What follows belongs to an exercise in optimizing a design on an open flow for small area, a short achievable clock period and few clock cycles; a production flow would make more cautious choices.
At most, simulation tests tie the RTL to the original design; equivalence was not proved.
Power and IR drop assume default switching activity.

==> flow/design.v <==
`timescale 1 ns/1 ns
module SAD(Go, A_Addr, A_Data, B_Addr, B_Data, C_Addr, I_RW, I_En, O_RW, O_En, Done, SAD_Out, Clk, Rst);
   input Go;
   input [7:0] A_Data, B_Data;
   output [14:0] A_Addr, B_Addr;
   output [6:0] C_Addr;
   output I_RW, I_En, O_RW;
   output reg O_En, Done;
   output [31:0] SAD_Out;
   input Clk, Rst;
   reg [7:0]  L;           
   reg [6:0]  H;           
   reg        H7;
   reg [7:0]  x1;
   reg        c1;
   reg [15:0] Sum;
   reg        f2;          
   reg        l1, l2;      
   wire       busy = (|L) | (|H);
   wire       run = Go | busy;
   wire       lastpix = &L;
   wire       adv = run & lastpix;
   wire       fb = H[6] ^ H[5] ^ (H[5:0] == 6'd0);
   function [7:0] ks8;
      input [7:0] a, b;
      input cin;
      reg [7:0] g, p, g1, p1, g2, p2, g3;
      integer i;
      begin
         g = a & b;
         p = a | b;
         g[0] = g[0] | (p[0] & cin);
         for (i = 0; i < 8; i = i + 1) begin
            g1[i] = (i >= 1) ? g[i] | (p[i] & g[i-1]) : g[i];
            p1[i] = (i >= 1) ? p[i] & p[i-1] : p[i];
         end
         for (i = 0; i < 8; i = i + 1) begin
            g2[i] = (i >= 2) ? g1[i] | (p1[i] & g1[i-2]) : g1[i];
            p2[i] = (i >= 2) ? p1[i] & p1[i-2] : p1[i];
         end
         for (i = 0; i < 8; i = i + 1)
            g3[i] = (i >= 4) ? g2[i] | (p2[i] & g2[i-4]) : g2[i];
         ks8 = g3;
      end
   endfunction
   wire [7:0] nb = ~B_Data;
   wire [7:0] dc = ks8(A_Data, nb, 1'b0);
   wire [7:0] s = A_Data ^ nb ^ {dc[6:0], 1'b0};
   wire       c = dc[7];
   wire [15:0] base = f2 ? 16'd0 : Sum;
   wire [7:0]  x = x1 ^ {8{~c1}};
   wire [7:0]  lc = ks8(base[7:0], x, c1);
   wire [7:0]  lo = base[7:0] ^ x ^ {lc[6:0], c1};
   wire [7:0]  hi1 = base[15:8] + 8'd1;
   wire [7:0]  hi = lc[7] ? hi1 : base[15:8];
   assign A_Addr = {H, L};
   assign B_Addr = {H, L};
   assign C_Addr = {H7, H[6:1]};
   assign I_En = 1'b1;
   assign I_RW = 1'b0;
   assign O_RW = 1'b1;
   assign SAD_Out = {16'b0, Sum};
   always @(posedge Clk) begin
      if (Rst) begin
         L <= 8'd0;
         H <= 7'd0;
      end else begin
         L <= L + {7'd0, run};
         if (adv) H <= {H[5:0], fb};
      end
      if (adv) H7 <= H[6];
      l1 <= ~Rst & lastpix;
      x1 <= s;
      c1 <= c;
      l2 <= ~Rst & l1;
      f2 <= (L == 8'd1);
      Sum <= {hi, lo};
      O_En <= ~Rst & l2;
      Done <= ~Rst & l2 & ~busy;
   end
endmodule
export LEC_CHECK = 0
export CAP_MARGIN = 20
export CORE_MARGIN = 2
export CORE_UTILIZATION = 40
export SLEW_MARGIN = 20
create_clock -name core_clock -period 8.0 [get_ports {Clk}]
standard.sh (not shown) runs the stock make flow with config.mk's settings and CLKGATE_MAP_FILE= SYNTH_SCRIPT=/design/flow/synth_recipe.tcl, a recipe that flattens the netlist after the stock synthesis.
==> flow/flow/run.sh <==
#!/bin/bash
# Standard layout with three changes: port buffers made of buf_1 cells
# instead of the delay buffers buffer_ports picks by default, adders left to
# ABC, no dummy loads added to the clock tree, and timing repair aimed 5.4 ns below the period.
set -euo pipefail
bash standard.sh \
  "BUFFER_PORTS_ARGS=-buffer_cell sky130_fd_sc_hd__buf_1" \
  ADDER_MAP_FILE= \
  "CTS_ARGS=-sink_clustering_enable -repair_clock_nets -dont_use_dummy_load" \
  SETUP_SLACK_MARGIN=5.4 \
  finish > make_finish.log 2>&1
The starting point passed the timing, design-rule and antenna checks.
Edit:
==> flow/flow/run.sh (replaced) <==
#!/bin/bash
# Standard layout with three changes: port buffers made of buf_1 cells
# instead of the delay buffers buffer_ports picks by default, adders left to
# ABC, and no dummy loads added to the clock tree.
set -euo pipefail
bash standard.sh \
  "BUFFER_PORTS_ARGS=-buffer_cell sky130_fd_sc_hd__buf_1" \
  ADDER_MAP_FILE= \
  "CTS_ARGS=-sink_clustering_enable -repair_clock_nets -dont_use_dummy_load" \
  finish > make_finish.log 2>&1
=> Global-route usage increases by 0.22 points; power is lower by a few percent; wire length went up slightly; utilization shrinks by 2.1 points; area after synthesis is unchanged.
Function was not checked in any run of this note: the RTL went through the layout flow alone.


Another version of the RTL of SAD (not shown whole).
For scale: about 300 cells after synthesis, roughly 46 flip-flops, roughly 93 I/O pins.
export LEC_CHECK = 0
export CAP_MARGIN = 20
export CORE_MARGIN = 2
export CORE_UTILIZATION = 45
export GPL_ROUTABILITY_DRIVEN = 0
export SLEW_MARGIN = 20
export SYNTH_HIERARCHICAL = 1
export SYNTH_MINIMUM_KEEP_SIZE = 0
create_clock -name core_clock -period 8.0 [get_ports {Clk}]
==> flow/flow/run.sh <==
#!/bin/bash
# Standard layout with three changes: port buffers made of buf_1 cells
# instead of the delay buffers buffer_ports picks by default, adders left to
# ABC, no dummy loads added to the clock tree, and timing repair aimed 5.5 ns below the period.
set -euo pipefail
bash standard.sh \
  "BUFFER_PORTS_ARGS=-buffer_cell sky130_fd_sc_hd__buf_1" \
  ADDER_MAP_FILE= \
  "CTS_ARGS=-sink_clustering_enable -repair_clock_nets -dont_use_dummy_load" \
  SETUP_SLACK_MARGIN=5.5 \
  finish > make_finish.log 2>&1
Testbench counts at the start, summed over its fixed seeds: cycles 393,246.
Rerun with:
==> flow/flow/run.sh (replaced) <==
#!/bin/bash
# Standard layout with three changes: port buffers made of buf_1 cells
# instead of the delay buffers buffer_ports picks by default, adders left to
# ABC, no dummy loads added to the clock tree, and timing repair aimed 5.6 ns below the period.
set -euo pipefail
bash standard.sh \
  "BUFFER_PORTS_ARGS=-buffer_cell sky130_fd_sc_hd__buf_1" \
  ADDER_MAP_FILE= \
  "CTS_ARGS=-sink_clustering_enable -repair_clock_nets -dont_use_dummy_load" \
  SETUP_SLACK_MARGIN=5.6 \
  finish > make_finish.log 2>&1
GPL_ROUTABILITY_DRIVEN = default   (was 0)
The changed run finished with timing, DRC and antenna clean.
Count of clock-buffer cells in the layout stays the same.
First-iteration DRC count is lower by 20%.
Cell area is higher by 16%.
Routed wire length is higher by 11%.
Flip-flop and latch count stays the same.
Total power is higher by 4.1%.
Worst hold slack loses 0.023 ns.
Cell count is higher by 4.3%.
Clock power stays flat.
Rerun with:
==> flow/flow/run.sh (replaced) <==
#!/bin/bash
# Standard layout with three changes: port buffers made of buf_1 cells
# instead of the delay buffers buffer_ports picks by default, adders left to
# ABC, no dummy loads added to the clock tree, and timing repair aimed 5.5 ns below the period.
set -euo pipefail
bash standard.sh \
  "BUFFER_PORTS_ARGS=-buffer_cell sky130_fd_sc_hd__buf_1" \
  ADDER_MAP_FILE= \
  "CTS_ARGS=-sink_clustering_enable -repair_clock_nets -dont_use_dummy_load" \
  SETUP_SLACK_MARGIN=5.5 \
  finish > make_finish.log 2>&1
TNS_END_PERCENT = 0   (was default)
Die area is unchanged.
Cell count goes down by about 4.6%.
Routed wire length came out lower by about 11%.
Maximum frequency goes down by 4.7%.
Final area falls by 15%.
Count of clock-buffer cells in the layout stays the same.
Sequential share of layout area rose by 3.1 points.
Total power falls by 4.4%.
Critical path depth does not change.
Via count drops by about 6%.
Rerun with:
==> flow/run.sh (new file) <==
#!/bin/bash
# synth_recipe.tcl (not shown) runs the flow's synth.tcl, then flattens the netlist and writes it again
# the make line also repeats each setting of config.mk as NAME=value (left out here)
make -C /OpenROAD-flow-scripts/flow DESIGN_CONFIG=/design/flow/config.mk WORK_HOME=/design/flow/orfs CLKGATE_MAP_FILE= SYNTH_SCRIPT=/design/flow/synth_recipe.tcl finish
SETUP_SLACK_MARGIN = 5   (was default)
TNS_END_PERCENT = default   (was 0)
removed: flow/flow/run.sh
removed: flow/standard.sh
Cell count rose by about 9%.
Die area is higher by 9.9%.
Critical path depth is unchanged.
Worst setup slack gets worse by 0.39 ns.
Via count climbs by 9.3%.
Rerun with:
==> flow/flow/run.sh (new file) <==
#!/bin/bash
# Standard layout with three changes: port buffers made of buf_1 cells
# instead of the delay buffers buffer_ports picks by default, adders left to
# ABC, no dummy loads added to the clock tree, and timing repair aimed 5.4 ns below the period.
set -euo pipefail
bash standard.sh \
  "BUFFER_PORTS_ARGS=-buffer_cell sky130_fd_sc_hd__buf_1" \
  ADDER_MAP_FILE= \
  "CTS_ARGS=-sink_clustering_enable -repair_clock_nets -dont_use_dummy_load" \
  SETUP_SLACK_MARGIN=5.4 \
  finish > make_finish.log 2>&1
==> flow/standard.sh (new file) <==
#!/bin/bash
# synth_recipe.tcl (not shown) runs the flow's synth.tcl, then flattens the netlist and writes it again
# the make line also repeats each setting of config.mk as NAME=value (left out here)
make -C /OpenROAD-flow-scripts/flow DESIGN_CONFIG=/design/flow/config.mk WORK_HOME=/design/flow/orfs CLKGATE_MAP_FILE= SYNTH_SCRIPT=/design/flow/synth_recipe.tcl "${@:-finish}"
SETUP_SLACK_MARGIN = default   (was 5)
removed: flow/run.sh
Outcome:
- The new run ran to the end with no violations
- clock skew goes up by 0.015 ns
- fmax rose by 15%
- core utilization went down by 5.7 points
- sequential cell count does not change


SAD, a different RTL version from the one above (not shown whole).
Size in the first run: roughly 370 cells after synthesis, roughly 53 flip-flops, ~3100 sq um of cells after synthesis.
export LEC_CHECK = 0
export CAP_MARGIN = 20
export CORE_MARGIN = 2
export CORE_UTILIZATION = 40
export SLEW_MARGIN = 20
create_clock -name core_clock -period 8.0 [get_ports {Clk}]
==> flow/flow/run.sh <==
#!/bin/bash
# Standard layout, with the port buffers made of buf_1 cells instead of the
# delay buffers buffer_ports picks by default, and adders left to ABC.
set -euo pipefail
bash standard.sh "BUFFER_PORTS_ARGS=-buffer_cell sky130_fd_sc_hd__buf_1" ADDER_MAP_FILE= ABC_CLOCK_PERIOD_IN_PS=2500 finish > make_finish.log 2>&1
Next try:
==> flow/flow/run.sh (replaced) <==
#!/bin/bash
# Standard layout, with the port buffers made of buf_1 cells instead of the
# delay buffers buffer_ports picks by default.
set -euo pipefail
bash standard.sh "BUFFER_PORTS_ARGS=-buffer_cell sky130_fd_sc_hd__buf_1" finish > make_finish.log 2>&1
Outcome:
- combinational power rose by a few percent
- clock-buffer cell count stays the same
- clock skew fell by 0.0046 ns
- area after synthesis fell by a little under a tenth
- design area fell by a little under a tenth
- global-route usage fell by 1.1 points
- worst setup slack is better by 0.42 ns
No run of this note included a check of the RTL's function; only the layout flow was run.

-- re-timing with driven ports --
In the flow no input, the clock included, has a driving cell. The finished layouts below were timed again as built, in two steps. Step 1 sets driving cells, clkbuf_16 on the clock port and buf_2 on the other inputs (assumed; they add their load-dependent delay and slew). Step 2 adds t to the input delays and takes it off the output delays; t is the mean of the earliest and latest rising clock arrival at the registers after step 1. Input paths then give back, and output paths get back, about the clock's delay inside the block. Three values: ideal, step 1, step 2; two values: the first two.
| run | t (ns) | setup slack, ns | worst data-port slew with drivers (ns) |
|---|---|---|---|
| the first run of note 1 | 0.319 | 4.860 / 4.855 / 4.536 | 0.04 |
| the second run of note 1 | 0.317 | 4.675 / 4.680 / 4.363 | 0.03 |
| the first run of note 2 | 0.315 | 5.542 / 5.514 / 5.344 | 0.03 |
| the second run of note 2 | 0.317 | 5.591 / 5.564 / 5.376 | 0.03 |
| the third run of note 2 | 0.314 | 5.472 / 5.445 / 5.199 | 0.03 |
| the fourth run of note 2 | 0.322 | 5.081 / 5.051 / 4.834 | 0.04 |
| the fifth run of note 2 | 0.310 | 5.469 / 5.442 / 5.206 | 0.03 |
| the first run of note 3 | 0.329 | 3.942 / 3.942 / 3.942 | 0.03 |
| the second run of note 3 | 0.329 | 4.360 / 4.360 / 4.360 | 0.03 |
After both steps setup and hold are still met in every run listed. The setup slack of the first run of note 1, which loses most, moves by -0.005 ns with the drivers and by -0.324 ns with both steps.
